This is an optimization exercise on Yosys and OpenROAD, whose aim is small area, a short achievable clock period and few clock cycles per item, not a production implementation. Function was checked by simulation only, so behaviour that the tests miss may differ from the original.

==> v11: inputs <==
## calcpos
module calcpos (
    input             clk,
    input             reset,
    input             sample_valid,
    input             trig,
    input      [19:0] adc_a,
    input      [19:0] adc_b,
    input      [19:0] adc_c,
    input      [19:0] adc_d,
    input      [15:0] cha_gain,
    input      [15:0] chb_gain,
    input      [15:0] chc_gain,
    input      [15:0] chd_gain,
    input      [31:0] cha_offset,
    input      [31:0] chb_offset,
    input      [31:0] chc_offset,
    input      [31:0] chd_offset,
    input      [31:0] divide,
    input      [31:0] kx,
    input      [31:0] ky,
    input      [31:0] xpos_offset,
    input      [31:0] ypos_offset,
    output reg        data_rdy,
    output     [31:0] trignum,
    output     [31:0] cha_mag,
    output     [31:0] chb_mag,
    output     [31:0] chc_mag,
    output     [31:0] chd_mag,
    output     [31:0] sum,
    output     [31:0] xpos,
    output     [31:0] ypos
);
  localparam NQ   = 4;             
  localparam NPOS = 8;             
  localparam NB   = NQ * NPOS;     
  localparam DW   = 40;            
  wire        sv, tg;
  wire [19:0] adc_in [0:3];
  wire [15:0] gain_in [0:3];
  wire [31:0] ofs_in [0:3];
  reg  [31:0] trigcnt;
  assign sv = sample_valid;
  assign tg = trig;
  assign adc_in[0] = adc_a;  assign gain_in[0] = cha_gain;  assign ofs_in[0] = cha_offset;
  assign adc_in[1] = adc_b;  assign gain_in[1] = chb_gain;  assign ofs_in[1] = chb_offset;
  assign adc_in[2] = adc_c;  assign gain_in[2] = chc_gain;  assign ofs_in[2] = chc_offset;
  assign adc_in[3] = adc_d;  assign gain_in[3] = chd_gain;  assign ofs_in[3] = chd_offset;
  reg  v2, t2;
  wire ld1 = sv & tg;            
  wire ld2 = v2 & t2;            
  always @(posedge clk) begin
  ...
==> flow/config.mk <==
export PLATFORM = sky130hd
export DESIGN_NAME = calcpos
export DESIGN_NICKNAME = calcpos
export VERILOG_FILES = /design/flow/design.v
export SDC_FILE = /design/flow/constraint.sdc
export NUM_CORES = 4
export LEC_CHECK = 0
export CAP_MARGIN = 20
export CORE_MARGIN = 2
export CORE_UTILIZATION = 40
export SLEW_MARGIN = 20
==> flow/constraint.sdc <==
create_clock -name core_clock -period 15.0 [get_ports {clk}]
set_input_delay 3.0000 -clock core_clock [delete_from_list [all_inputs] [get_ports {clk}]]
set_output_delay 3.0000 -clock core_clock [all_outputs]
set_load 0.01 [all_outputs]
standard.sh (not shown) runs the stock make flow with config.mk's settings and CLKGATE_MAP_FILE= SYNTH_SCRIPT=/design/flow/synth_recipe.tcl, a recipe that flattens the netlist after the stock synthesis.
==> flow/flow/run.sh <==
#!/bin/bash
set -euo pipefail
sed 's/ CLKGATE_MAP_FILE= / CLKGATE_MAP_FILE= SETUP_SLACK_MARGIN=7 /' standard.sh > standard_margin.sh
grep -q 'SETUP_SLACK_MARGIN=7' standard_margin.sh
bash standard_margin.sh > make.log 2>&1
==> v34 (differences from v11) <==
--- a/flow/design.v
+++ b/flow/design.v
@@ -45,11 +45,12 @@
   assign adc_in[1] = adc_b;  assign gain_in[1] = chb_gain;  assign ofs_in[1] = chb_offset;
   assign adc_in[2] = adc_c;  assign gain_in[2] = chc_gain;  assign ofs_in[2] = chc_offset;
   assign adc_in[3] = adc_d;  assign gain_in[3] = chd_gain;  assign ofs_in[3] = chd_offset;
   reg  v2, t2;
   wire ld1 = sv & tg;            
-  wire ld2 = v2 & t2;            
+  wire idle;
+  wire ld2 = ((ld1 & ~v2) | (v2 & t2)) & idle & ~reset;
   always @(posedge clk) begin
     if (reset) begin
       v2 <= 1'b0;
       t2 <= 1'b0;
       trigcnt <= 32'd0;
@@ -62,17 +63,22 @@
   assign trignum = trigcnt;
   localparam S_IDLE = 3'd0;
   localparam S_DIV  = 3'd1;   
   localparam S_SUMS = 3'd2;   
   localparam S_POS  = 3'd3;   
+  localparam S_TAIL = 3'd4;   
   reg [2:0]  state;
   reg [3:0]  cnt;
   reg [31:0] dvs;             
   reg [33:0] dvs3;            
+  reg [31:0] dvm;             
+  reg [33:0] dvm3;            
+  assign idle  = (state == S_IDLE);
   wire st_div  = (state == S_DIV);
   wire st_sums = (state == S_SUMS);
   wire st_pos  = (state == S_POS);
+  wire st_tail = (state == S_TAIL);
   wire pos_first = st_pos & (cnt == NPOS);
   wire pos_last  = st_pos & (cnt == 4'd1);
   function [33:0] r4;
     input [31:0] r;
     input [1:0]  b;
@@ -94,14 +100,14 @@
   wire [3:0]    qs;              
   wire [31:0]   remq [0:3];
   wire [NQ-1:0] qd [0:3];
   wire [31:0]   rem_sums [0:1];  
   wire [3:0]    lt16, lt17, lt18, lt19, lt20, lt21, lt22, lt23, lt24;   
-  wire m2 = |dvs[31:1];
-  wire m3 = |dvs[31:2];
-  wire m4 = |dvs[31:3];
-  wire m5 = |dvs[31:4];
+  wire m2 = |divide[31:1];
+  wire m3 = |divide[31:2];
+  wire m4 = |divide[31:3];
+  wire m5 = |divide[31:4];
   wire q16 = &lt16 | (&lt17 & m2) | (&lt18 & m3) | (&lt19 & m4) | (&lt20 & m5);
   wire q20 = &lt20 | (&lt21 & m2) | (&lt22 & m3) | (&lt23 & m4) | (&lt24 & m5);
   genvar g;
   generate
     for (g = 0; g < 4; g = g + 1) begin : chn
@@ -170,12 +176,14 @@
       assign lt22[g] = acc[39] ? ((&acc[39:22]) & (|acc[21:0])) : ~(|acc[39:22]);
       assign lt23[g] = acc[39] ? ((&acc[39:23]) & (|acc[22:0])) : ~(|acc[39:23]);
       assign lt24[g] = acc[39] ? ((&acc[39:24]) & (|acc[23:0])) : ~(|acc[39:24]);
       wire [31:0] rn;
       wire [NQ-1:0] q;
-      wire [33:0] sa = r4(rem, dsr[DW-1:DW-2], dvs, dvs3);
-      wire [33:0] sb = r4(sa[31:0], dsr[DW-3:DW-4], dvs, dvs3);
+      wire [31:0] dv  = (g < 2) ? dvs : dvm;
+      wire [33:0] dv3 = (g < 2) ? dvs3 : dvm3;
+      wire [33:0] sa = r4(rem, dsr[DW-1:DW-2], dv, dv3);
+      wire [33:0] sb = r4(sa[31:0], dsr[DW-3:DW-4], dv, dv3);
       assign q  = {sa[33:32], sb[33:32]};
       assign rn = sb[31:0];
       assign qd[g]   = q;
       assign remq[g] = rem;
       assign qv[g]   = dsr[31:0];
@@ -193,17 +201,17 @@
           dsr <= {{(DW-32){1'b0}}, qneg ? (32'd0 - dsr[31:0]) : dsr[31:0]};
       end
       if (g >= 2) begin : rg
         always @(posedge clk) begin
           if (ld2) rem <= ldv[DW+31:DW];
-          else if (st_div) rem <= rn;
+          else rem <= rn;
         end
       end else begin : rp
         always @(posedge clk) begin
           if (ld2) rem <= ldv[DW+31:DW];
-          else if (st_div | st_pos) rem <= rn;
           else if (st_sums) rem <= rem_sums[g];
+          else rem <= rn;
         end
       end
     end
   endgenerate
   function [63:0] csa4;       
@@ -252,12 +260,14 @@
   wire [34:0] kxs3 = negx ? (35'd0 - kx3) : kx3;
   wire [34:0] kys3 = negy ? (35'd0 - ky3) : ky3;
   always @(posedge clk) begin
     if (ld1) dvs <= divide;
     else if (st_sums) dvs <= sum_p[31] ? sum_n : sum_p;
-    if (ld2) dvs3 <= {2'b00, dvs} + {1'b0, dvs, 1'b0};
+    if (ld1) dvs3 <= {2'b00, divide} + {1'b0, divide, 1'b0};
     else if (st_sums) dvs3 <= sum_p[31] ? sum3_n : sum3_p;
+    if (ld1) dvm <= divide;
+    if (ld1) dvm3 <= {2'b00, divide} + {1'b0, divide, 1'b0};
   end
   function [36:0] kmul;       
     input [1:0]  d;
     input [32:0] k;
     input [34:0] k3;
@@ -295,11 +305,11 @@
       kyr <= (zero | saty) ? 33'd0 : kys;
       kx3 <= (zero | satx) ? 35'd0 : kxs3;
       ky3 <= (zero | saty) ? 35'd0 : kys3;
       bx  <= {{(BW-32){1'b0}}, zero ? 32'd0 : satx ? kxs[31:0] : xpos_offset};
       by  <= {{(BW-32){1'b0}}, zero ? 32'd0 : saty ? kys[31:0] : ypos_offset};
-    end else if (st_pos) begin
+    end else if (st_pos | st_tail) begin
       bx <= bx_next;
       by <= by_next;
     end
     if (st_pos) begin
       dx <= pos_last ? (qd[0] & ~((1 << (NB - 31)) - 1)) : qd[0];
@@ -309,12 +319,12 @@
   assign cha_mag = qv[0];
   assign chb_mag = qv[1];
   assign chc_mag = qv[2];
   assign chd_mag = qv[3];
   assign sum  = sum_r;
-  assign xpos = bx_next[BW-1:BW-32];
-  assign ypos = by_next[BW-1:BW-32];
+  assign xpos = bx[BW-1:BW-32];
+  assign ypos = by[BW-1:BW-32];
   wire [3:0] ndiv = q16 ? 4'd4 : q20 ? 4'd5 : 4'd10;
   always @(posedge clk) begin
     if (reset) begin
       state    <= S_IDLE;
       data_rdy <= 1'b0;
@@ -336,15 +346,15 @@
           state <= S_POS;
           cnt   <= NPOS;
         end
         S_POS: begin
           cnt <= cnt - 4'd1;
-          if (cnt == 4'd1) begin
-            data_rdy <= 1'b1;
-            state    <= S_IDLE;
-          end
+          if (cnt == 4'd1) state <= S_TAIL;
+        end
+        default: begin   
+          data_rdy <= 1'b1;
+          state    <= S_IDLE;
         end
-        default: state <= S_IDLE;
       endcase
     end
   end
 endmodule
==> flow/flow/run.sh (replaced) <==
#!/bin/bash
set -euo pipefail
sed 's/ CLKGATE_MAP_FILE= / CLKGATE_MAP_FILE= SETUP_SLACK_MARGIN=8 /' standard.sh > standard_margin.sh
grep -q 'SETUP_SLACK_MARGIN=8' standard_margin.sh
bash standard_margin.sh > make.log 2>&1
- ABC_AREA: not set -> 1
==> summary.txt <==
item	v34	v11
Weighted congestion at the end of routability-driven global placement	1.078	1.021
Share of the synthesized area in compound gates (AO/OA/AOI/OAI)	18.83%	23.93%
Area taken by flip-flops and latches	0.03083 mm2	0.03001 mm2
Worst path setup slack after routing	8.047 ns	5.739 ns
Final period demand of the worst path	6.953 ns	9.261 ns
Hold wc startpoint	trigcnt[3]$_SDFFE_PP0P_	bx[45]$_SDFFE_PP0P_
End point of the critical path	zero$_DFFE_PP_	ypos[23]
Cell with the most instances after synthesis	nand2_1	ha_1
Finished layout cell area	0.2235 mm2	0.2064 mm2
Largest driver fanout on the critical path	29	38
Most numerous cell on the critical path	nand2_1	buf_4
Non-clock buffer total of the final layout	1139	1575
Critical path data required time	15.59 ns	12.00 ns
Critical Path Max Stage Delay	0.98 ns	0.47 ns
Synth top area share	14.10%	16.02%
Number of well taps	6655	5904
Total length of routed met2 wires	364200 um	306800 um
Final instance count without filler cells	36610	27870
Outcome	timing/DRC/antenna clean	timing/DRC/antenna clean
Testbench counts of v11, summed over its fixed seeds: cycles 5,920, items 384.
Testbench counts of v34, summed over its fixed seeds: cycles 5,928, items 384.

port drivers added, routing unchanged:
The flow's constraints put no driver on any port. The routed layouts listed below were extracted and timed again, unchanged, in two steps.
Step 1 sets driving cells, clkbuf_16 on the clock port and buf_2 on the other inputs (assumed; they add their load-dependent delay and slew).
Step 2 also shifts input and output timing later by t, the mid clock arrival at the registers, as if the neighbouring blocks saw the same clock.
Three values: ideal, step 1, step 2; two values: the first two.
run	shift t [ns]	setup WS [ns]	hold WS [ns]
v11	1.013	5.739 / 5.616 / 5.923	0.476 / 0.476 / 0.476
v34	1.068	8.047 / 8.047 / 7.092	0.483 / 0.483 / 0.483
After both steps every run listed still meets setup and hold. For v34, which loses most, drivers alone change the setup slack by 0.000 ns; drivers and shift together by -0.955 ns.
